What follows belongs to an exercise in optimizing a design on an open flow for small area and a short achievable clock period; a production flow would make more cautious choices.
The RTL was checked by simulation tests, not by an equivalence proof against the original design.
Power is estimated from default activity; no workload was simulated.

==> wip/willow <==
// Convolution_with_pipeline
module Convolution_with_pipeline(clk, rst_n, in_valid, weight_valid, In_IFM_1, In_IFM_2, In_IFM_3, In_IFM_4, In_IFM_5, In_IFM_6, In_IFM_7, In_IFM_8, In_IFM_9, In_Weight_1, In_Weight_2, In_Weight_3, In_Weight_4, In_Weight_5, In_Weight_6, In_Weight_7, In_Weight_8, In_Weight_9, out_valid, Out_OFM);
input clk, rst_n, in_valid, weight_valid;
input [7:0] In_IFM_1;
input [7:0] In_IFM_2;
input [7:0] In_IFM_3;
input [7:0] In_IFM_4;
input [7:0] In_IFM_5;
input [7:0] In_IFM_6;
input [7:0] In_IFM_7;
input [7:0] In_IFM_8;
input [7:0] In_IFM_9;
input [7:0] In_Weight_1;
input [7:0] In_Weight_2;
input [7:0] In_Weight_3;
input [7:0] In_Weight_4;
input [7:0] In_Weight_5;
input [7:0] In_Weight_6;
input [7:0] In_Weight_7;
input [7:0] In_Weight_8;
input [7:0] In_Weight_9;
output out_valid;
output [20:0] Out_OFM;
reg v1, v2, v3;
always @(posedge clk or negedge rst_n)
  if (!rst_n) begin v1 <= 1'b0; v2 <= 1'b0; v3 <= 1'b0; end
  else begin v1 <= in_valid; v2 <= v1; v3 <= v2; end
  ...
==> flow/config.mk <==
export PLATFORM = sky130hd
export DESIGN_NAME = Convolution_with_pipeline
export DESIGN_NICKNAME = Convolution_with_pipeline
export VERILOG_FILES = /design/flow/design.v
export SDC_FILE = /design/flow/constraint.sdc
export NUM_CORES = 4
export LEC_CHECK = 0
export CAP_MARGIN = 20
export CORE_MARGIN = 2
export CORE_UTILIZATION = 60
export GPL_ROUTABILITY_DRIVEN = 0
export PLACE_DENSITY = 0.75
export SETUP_SLACK_MARGIN = 2.0
export SLEW_MARGIN = 20
export SYNTH_HIERARCHICAL = 1
==> flow/constraint.sdc <==
create_clock -name core_clock -period 5.0 [get_ports {clk}]
set_input_delay 1.0000 -clock core_clock [delete_from_list [all_inputs] [get_ports {clk}]]
set_output_delay 1.0000 -clock core_clock [all_outputs]
set_load 0.01 [all_outputs]
standard.sh (not shown) runs the stock make flow with config.mk's settings and CLKGATE_MAP_FILE= SYNTH_SCRIPT=/design/flow/synth_recipe.tcl, a recipe that flattens the netlist after the stock synthesis.
==> flow/flow/run.sh <==
#!/bin/bash
# The standard layout, with plain buffers on the ports instead of the
# delay cells buffer_ports picks by default. Each tool's log stays in orfs/logs;
# make's own output goes to standard.log.
set -euo pipefail
export BUFFER_PORTS_ARGS="-buffer_cell sky130_fd_sc_hd__buf_2"
export CTS_ARGS="-sink_clustering_enable -repair_clock_nets -dont_use_dummy_load -sink_clustering_size 20 -sink_clustering_max_diameter 100"
bash standard.sh > standard.log 2>&1
==> inputs of wip/indigo, as changes to wip/willow <==
--- a/flow/flow/run.sh
+++ b/flow/flow/run.sh
@@ -6,3 +6,2 @@
 export BUFFER_PORTS_ARGS="-buffer_cell sky130_fd_sc_hd__buf_2"
-export CTS_ARGS="-sink_clustering_enable -repair_clock_nets -dont_use_dummy_load -sink_clustering_size 20 -sink_clustering_max_diameter 100"
 bash standard.sh > standard.log 2>&1
Settings changed: CORE_UTILIZATION 60 to 40, CTS_BUF_LIST set to sky130_fd_sc_hd__clkbuf_8, CTS_CLUSTER_SIZE set to 30, GPL_ROUTABILITY_DRIVEN 0 to unset, PLACE_DENSITY 0.75 to unset, SETUP_SLACK_MARGIN 2.0 to 2.3.
==> inputs of wip/cedar, as changes to wip/willow <==
--- a/flow/flow/run.sh
+++ b/flow/flow/run.sh
@@ -6,3 +6,3 @@
 export BUFFER_PORTS_ARGS="-buffer_cell sky130_fd_sc_hd__buf_2"
-export CTS_ARGS="-sink_clustering_enable -repair_clock_nets -dont_use_dummy_load -sink_clustering_size 20 -sink_clustering_max_diameter 100"
+export CTS_ARGS="-sink_clustering_enable -repair_clock_nets -dont_use_dummy_load -sink_clustering_size 12 -sink_clustering_max_diameter 60 -buf_list sky130_fd_sc_hd__clkbuf_8"
 bash standard.sh > standard.log 2>&1
Settings changed: CORE_UTILIZATION 60 to 65, GPL_ROUTABILITY_DRIVEN 0 to unset, PLACE_DENSITY 0.75 to 0.8.
==> inputs of wip/ember, as changes to wip/willow <==
Settings changed: CORE_UTILIZATION 60 to 50, GPL_ROUTABILITY_DRIVEN 0 to unset, PLACE_DENSITY 0.75 to 0.7, SETUP_SLACK_MARGIN 2.0 to 2.1.
==> qor.yml <==
drt-total-wl_microns: 63200
ctsResizeCount: 15
hpwl_microns: 51500
grt_use_met2_pct: 57.0
vias: 13837
endpoint: "r1[66]"
period_share_pct: 60.1
viasPerCell: 6.07
status: "finished clean"
fin_ws_ps: 2000
power.switching_mw: 7.75
(the above is from wip/willow)
==> qor.yml <==
endpoint: "r1[66]"
power.switching_mw: 8.24
viasPerCell: 5.48
fin_ws_ps: 2100
overflow: 0
drt-total-wl_microns: 76300
ctsResizeCount: 156
place_inst: 2478
status: "finished clean"
synth_top_area_share_pct: 51.7
clk_latency_ps: 690
vias: 14595
hpwl_microns: 56200
crit_family: "adder cells"
period_share_pct: 58.1
largest_class: "multi-input gates"
(the above is from wip/indigo)
==> qor.yml <==
status: "finished clean"
ctsResizeCount: 16
synth_area_leaders: "fa_1 (52%), dfxtp_1 (29%), nand2_1 (10%), mux2_2 (3.8%), buf_1 (1.3%)"
hpwl_microns: 51000
endpoint: "r1[68]"
nFillCells: 2129
power.switching_mw: 7.73
drt-total-wl_microns: 61500
synth.most_common_cell: "nand2_1"
vias: 13772
grt_use_met2_pct: 60.3
(the above is from wip/cedar)
==> qor.yml <==
endpoint: "r1[87]"
drt-total-wl_microns: 70200
status: "finished clean"
grt_use_met2_pct: 48.6
viasPerCell: 5.91
fin_ws_ps: 2020
vias: 14230
period_share_pct: 59.5
power.switching_mw: 7.56
(the above is from wip/ember)

* * *

==> inputs of job 4943 <==
Starting RTL as in the previous note.
// Convolution_with_pipeline
module Convolution_with_pipeline(clk, rst_n, in_valid, weight_valid, In_IFM_1, In_IFM_2, In_IFM_3, In_IFM_4, In_IFM_5, In_IFM_6, In_IFM_7, In_IFM_8, In_IFM_9, In_Weight_1, In_Weight_2, In_Weight_3, In_Weight_4, In_Weight_5, In_Weight_6, In_Weight_7, In_Weight_8, In_Weight_9, out_valid, Out_OFM);
==> flow/config.mk <==
export PLATFORM = sky130hd
export DESIGN_NAME = Convolution_with_pipeline
export DESIGN_NICKNAME = Convolution_with_pipeline
export VERILOG_FILES = /design/flow/design.v
export SDC_FILE = /design/flow/constraint.sdc
export NUM_CORES = 4
export LEC_CHECK = 0
export CAP_MARGIN = 20
export CORE_MARGIN = 2
export CORE_UTILIZATION = 60
export PLACE_DENSITY = 0.75
export SETUP_SLACK_MARGIN = 2.1
export SLEW_MARGIN = 20
export SYNTH_HIERARCHICAL = 1
==> flow/constraint.sdc <==
create_clock -name core_clock -period 5.0 [get_ports {clk}]
set_input_delay 1.0000 -clock core_clock [delete_from_list [all_inputs] [get_ports {clk}]]
set_output_delay 1.0000 -clock core_clock [all_outputs]
set_load 0.01 [all_outputs]
==> flow/flow/run.sh <==
#!/bin/bash
# The standard layout, with plain buffers on the ports instead of the
# delay cells buffer_ports picks by default. Each tool's log stays in orfs/logs;
# make's own output goes to standard.log.
set -euo pipefail
export BUFFER_PORTS_ARGS="-buffer_cell sky130_fd_sc_hd__buf_2"
export CTS_ARGS="-sink_clustering_enable -repair_clock_nets -dont_use_dummy_load -sink_clustering_size 20 -sink_clustering_max_diameter 100"
bash standard.sh > standard.log 2>&1
==> job 6590: changes against job 4943 <==
--- a/flow/flow/run.sh
+++ b/flow/flow/run.sh
@@ -6,3 +6,3 @@
 export BUFFER_PORTS_ARGS="-buffer_cell sky130_fd_sc_hd__buf_2"
-export CTS_ARGS="-sink_clustering_enable -repair_clock_nets -dont_use_dummy_load -sink_clustering_size 20 -sink_clustering_max_diameter 100"
+export CTS_ARGS="-sink_clustering_enable -repair_clock_nets -dont_use_dummy_load -sink_clustering_size 12 -sink_clustering_max_diameter 60 -buf_list sky130_fd_sc_hd__clkbuf_8"
 bash standard.sh > standard.log 2>&1
--- a/flow/config.mk
+++ b/flow/config.mk
@@ -14 +14,2 @@
 export SYNTH_HIERARCHICAL = 1
+export TNS_END_PERCENT = 20
==> impl_metrics.tcl <==
set metrics [dict create \
    irDropWorstVdd_v 0.000683 \
    vias 14126 \
    numCtsBuffers 37 \
    gp_congestion 0.970 \
    stdcell_count 2315 \
    status "complete, no violations" \
    nonClkBufAreaFrac_pct 5.41 \
]
the above is filed under job 6590

==> impl_metrics.tcl <==
set metrics [dict create \
    nonClkBufAreaFrac_pct 6.01 \
    stdcell_count 2330 \
    irDropWorstVdd_v 0.000714 \
    status "complete, no violations" \
    vias 14601 \
    numCtsBuffers 19 \
    gp_congestion 0.980 \
]
the above is filed under job 4943


* * *

==> run A: inputs <==
Starting RTL as in the previous note.
Settings: LEC_CHECK=0, CAP_MARGIN=20, CORE_MARGIN=2, CORE_UTILIZATION=60, PLACE_DENSITY=0.75, SETUP_SLACK_MARGIN=2.0, SLEW_MARGIN=20, SYNTH_HIERARCHICAL=1; clock period 5.0 ns.
==> flow/flow/run.sh <==
#!/bin/bash
# The standard layout, with plain buffers on the ports instead of the
# delay cells buffer_ports picks by default. Each tool's log stays in orfs/logs;
# make's own output goes to standard.log.
set -euo pipefail
export BUFFER_PORTS_ARGS="-buffer_cell sky130_fd_sc_hd__buf_2"
export CTS_ARGS="-sink_clustering_enable -repair_clock_nets -dont_use_dummy_load -sink_clustering_size 20 -sink_clustering_max_diameter 100"
bash standard.sh > standard.log 2>&1
==> run K (differences from run A) <==
==> flow/flow/run.sh (replaced) <==
#!/bin/bash
# The standard layout, with plain buffers on the ports instead of the
# delay cells buffer_ports picks by default. Each tool's log stays in orfs/logs;
# make's own output goes to standard.log.
set -euo pipefail
export BUFFER_PORTS_ARGS="-buffer_cell sky130_fd_sc_hd__buf_2"
export CTS_ARGS="-sink_clustering_enable -repair_clock_nets -dont_use_dummy_load -sink_clustering_size 12 -sink_clustering_max_diameter 60 -buf_list sky130_fd_sc_hd__clkbuf_8"
bash standard.sh > standard.log 2>&1
==> run X (differences from run A) <==
==> flow/flow/run.sh (replaced) <==
#!/bin/bash
# The standard layout, with plain buffers on the ports instead of the
# delay cells buffer_ports picks by default. Each tool's log stays in orfs/logs;
# make's own output goes to standard.log.
set -euo pipefail
export BUFFER_PORTS_ARGS="-buffer_cell sky130_fd_sc_hd__buf_2"
export CTS_ARGS="-sink_clustering_enable -repair_clock_nets -dont_use_dummy_load"
bash standard.sh > standard.log 2>&1
--- a/flow/config.mk
+++ b/flow/config.mk
@@ -7,8 +7,7 @@
 export LEC_CHECK = 0
 export CAP_MARGIN = 20
 export CORE_MARGIN = 2
-export CORE_UTILIZATION = 60
-export PLACE_DENSITY = 0.75
-export SETUP_SLACK_MARGIN = 2.0
+export CORE_UTILIZATION = 40
+export SETUP_SLACK_MARGIN = 2.1
 export SLEW_MARGIN = 20
 export SYNTH_HIERARCHICAL = 1
==> comparison table <==
| item | run K | run A | run X |
|---|---|---|---|
| Number of gates on the worst path with buffers counted | 7 | 5 | 8 |
| Status | no timing/DRC/antenna violations | no timing/DRC/antenna violations | no timing/DRC/antenna violations |
| Clock buffers | 35 | 19 | 38 |
| Post-layout power | 17.1 mW | 17.2 mW | 18.0 mW |
| Via-to-Cell Ratio | 5.91 | 6.02 | 5.43 |
| Area growth syn-to-layout | 11.4% | 12.1% | 20.1% |
| Routed len/inst | 26.8 um | 27.6 um | 27.9 um |
| Critical path fanouts, max | 12 | 1 | 14 |
| Number of gates resized after CTS | 10 | 18 | 89 |
| Number of filler cells placed in the layout | 2517 | 2481 | 4617 |
| Clock insertion delay at the later pin of the skew report | 610 ps | 540 ps | 560 ps |
| Termination of the worst setup path | r1[49] | r2[16] | r1[161] |
| Vias post-DR | 13508 | 13715 | 14009 |
| Beginning of the worst register-to-register path | r1[60] | r1[69] | r1[108] |
| Setup Skew | 56.9 ps | 22.5 ps | 58.8 ps |
| Setup slack, reg-to-reg | 2040 ps | 2020 ps | 2100 ps |
| Sequential cell area | 6220 sq um | 6220 sq um | 6230 sq um |
| Overall routed net length | 61200 um | 62900 um | 71900 um |
| Buffer and inverter count on the worst path | 2 | 0 | 3 |
| Via count of the first global-routing pass | 15119 | 15145 | 15706 |
| Wire length of the first global-routing pass | 92800 um | 94000 um | 103000 um |
| Final worst path period share | 0.591 | 0.596 | 0.612 |
| Switching power of the nets | 7.62 mW | 7.62 mW | 7.70 mW |
| Multi-input gate share of the layout cell area | 0.645 | 0.645 | 0.630 |

separate check: timing with driven ports:
How much do the figures lean on ideal ports? The routed layouts below were timed once more, with nothing changed but the port constraints. Step 1: set_driving_cell puts a clkbuf_16 on clk and a buf_2 on each other input, an assumption about the parent block. Step 2, shift: input delay + t, output delay - t, t = (earliest + latest rising clock arrival at the registers) / 2. This alone moves slack from input paths to output paths. Three values: no drivers, after step 1, after step 2; two values: the first two.
| run | t, ns | slack for setup (ns) | hold WS [ns] | latest minus earliest clock arrival (ns) | pins driven straight from the clock port |
|---|---|---|---|---|---|
| wip/willow | 0.576 | 1.996 / 1.872 / 1.296 | 0.237 / 0.206 / 0.334 | 0.030 / 0.029 | 1 |
| wip/indigo | 0.724 | 2.095 / 1.758 / 1.035 | 0.098 / 0.065 / 0.326 | 0.046 / 0.047 | 1 |
| wip/cedar | 0.587 | 1.982 / 1.921 / 1.335 | 0.224 / 0.196 / 0.330 | 0.039 / 0.039 | 1 |
| wip/ember | 0.578 | 2.023 / 1.789 / 1.212 | 0.235 / 0.199 / 0.326 | 0.041 / 0.041 | 1 |
| job 4943 | 0.574 | 2.057 / 1.743 / 1.169 | 0.249 / 0.220 / 0.331 | 0.023 / 0.022 | 1 |
| job 6590 | 0.613 | 1.995 / 1.890 / 1.277 | 0.198 / 0.172 / 0.330 | 0.045 / 0.045 | 1 |
| run A | 0.579 | 2.022 / 1.906 / 1.328 | 0.256 / 0.227 / 0.327 | 0.023 / 0.023 | 1 |
| run K | 0.637 | 2.044 / 1.939 / 1.302 | 0.180 / 0.152 / 0.329 | 0.057 / 0.056 | 1 |
| run X | 0.589 | 1.938 / 1.907 / 1.319 | 0.219 / 0.183 / 0.320 | 0.065 / 0.065 | 1 |
After both steps every run listed still meets setup and hold. For wip/indigo, which loses most, drivers alone change the setup slack by -0.337 ns; drivers and shift together by -1.060 ns.
